This design comes from an exercise in tuning for small area on the open sky130 flow, not from production work. The RTL was checked by simulation tests, not by an equivalence proof against the original design. No activity file was given, so power comes from the tool's default toggle rates.

Setup of alpha:
// flappyBird
module flappyBird
	(
		clk,
		resetn,    
		flap_n,    
		x,
		y,
		colour,
		plot,
		HEX0,
		HEX1
	);
For scale: roughly 900 cells after synthesis, about 100 flip-flops, ~36 I/O pins.
==> flow/config.mk <==
export PLATFORM = sky130hd
export DESIGN_NAME = flappyBird
export DESIGN_NICKNAME = flappyBird
export VERILOG_FILES = /design/flow/design.v
export SDC_FILE = /design/flow/constraint.sdc
export NUM_CORES = 4
export LEC_CHECK = 0
export CAP_MARGIN = 20
export CORE_MARGIN = 2
export CORE_UTILIZATION = 55
export PLACE_DENSITY = 0.7
export SLEW_MARGIN = 20
==> flow/constraint.sdc <==
create_clock -name core_clock -period 10.0 [get_ports {clk}]
set_input_delay 2.0000 -clock core_clock [delete_from_list [all_inputs] [get_ports {clk}]]
set_output_delay 2.0000 -clock core_clock [all_outputs]
set_load 0.01 [all_outputs]
standard.sh (not shown) runs the stock make flow with config.mk's settings and CLKGATE_MAP_FILE= SYNTH_SCRIPT=/design/flow/synth_recipe.tcl, a recipe that flattens the netlist after the stock synthesis.
==> flow/flow/run.sh <==
#!/bin/bash
# The standard layout (standard.sh), with two changes: the port buffers
# that global placement inserts are the smallest buffer (buf_1), and the
# clock tree is built from clkbuf_8 without dummy loads. Everything the
# flow prints goes to standard.log in the work folder.
set -euo pipefail
export BUFFER_PORTS_ARGS="-buffer_cell sky130_fd_sc_hd__buf_1"
export CTS_ARGS="-sink_clustering_enable -repair_clock_nets -buf_list sky130_fd_sc_hd__clkbuf_8 -dont_use_dummy_load"
bash standard.sh > standard.log 2>&1
### alpha -> beta
--- a/flow/design.v
+++ b/flow/design.v
@@ -84,13 +84,13 @@
 	wire rowEnd  = (c[2:0] == 3'd6);
 	wire at5     = (c[2:0] == 3'd5);
 	wire upEnd   = up & at5 & (r == 7'd0);
 	wire loEnd   = lo & at5 & (r == 7'd119);
 	wire bcEnd   = bc & (c[3:0] == 4'd15);
 	wire c160    = (c == 8'd160);
-	wire [7:0] xsel = ({8{k[0]}} & xP1) | ({8{k[1]}} & xP2) | ({8{k[2]}} & xP3);
+	wire [7:0] xsel = ({8{k[0]}} & xP1) | ({8{k[1]}} & xP2) | ({8{k[2]}} & xP3) | ({8{bird}} & 8'd78);
 	wire coinK   = (xsel >= 8'd82);
 	wire nextPipe = bcEnd | (loEnd & ~coinK);
 	wire lastPix  = nextPipe & k[2];
 	wire [2:0] idx = nextPipe ? {k[1], k[0], bird} : k;
 	wire ns = (idx[0] & nw1) | (idx[1] & nw2) | (idx[2] & nw3);
 	wire [1:0] ms = ({2{idx[0]}} & m1) | ({2{idx[1]}} & m2) | ({2{idx[2]}} & m3);
@@ -135,15 +135,14 @@
 			if (nextPipe)
 				k <= idx;
 		end
 		r <= setup ? (oldcur | st[0] ? yB : 7'd0) : rnext;
 		c <= (setup | cz) ? 8'd0 : cnext;
 	end
-	wire [7:0] xbase = xsel | ({8{bird & ~first & ~clrSt}} & 8'd78) | ({8{clrSt}} & c);
-	wire [2:0] xoff  = clrSt ? 3'd0 : bc ? {1'b0, c[3:2]} : {c[2] & ~c[1], c[1] & ~c[2], c[0]};
-	assign x = xbase + {5'd0, xoff};
+	wire [2:0] xoff  = bc ? {1'b0, c[3:2]} : {c[2] & ~c[1], c[1] & ~c[2], c[0]};
+	assign x = (clrSt | first) ? c : xsel + {5'd0, xoff};
 	assign y = first ? 7'd0 : r;
 	assign colour[0] = 1'b0;
 	assign colour[1] = first ? (st == S_ERASE) : (cur & ~(bc & bird));
 	assign colour[2] = first ? ((st == S_ERASE) & (xP3 >= 8'd82)) : (cur & bc);
 	assign plot = plotSt;
 	always @(posedge clk) begin
==> summary.txt <==
- Total placed instance area in beta is about 0.5% above alpha.
- Between alpha and beta, the final total power is higher for alpha.
- From alpha to beta the numbers moved as follows: share of layout cells above drive strength 1 increased 0.68 points, share of total power in the clock network increased 0.9 points, first-pass GRT wire length increased 720 um, share of synthesized area spent on multiplexers essentially unchanged, core utilization of the finished layout essentially unchanged.
- On maximum clock frequency, alpha and beta are neck and neck.

[static timing again, ports no longer ideal]
No port has a modelled driver above. Below, the same layouts with a new extraction and two added sets of constraints.
Step 1: set_driving_cell puts a clkbuf_16 on clk and a buf_2 on each other input, an assumption about the parent block.
Step 2 times the ports against the registers' clock, not the clock port: input delays grow and output delays shrink by t, the midpoint of the rising clock arrivals with the driver on.
Slacks: ideal ports / drivers / drivers and shift; pairs: ideal ports / drivers.
run | t, ns | setup WS [ns] | clock arrival spread, ns
alpha | 0.410 | 4.846 / 4.810 / 5.031 | 0.028 / 0.028
beta | 0.412 | 4.853 / 4.813 / 5.029 | 0.029 / 0.029
After both steps every run listed still meets setup and hold.
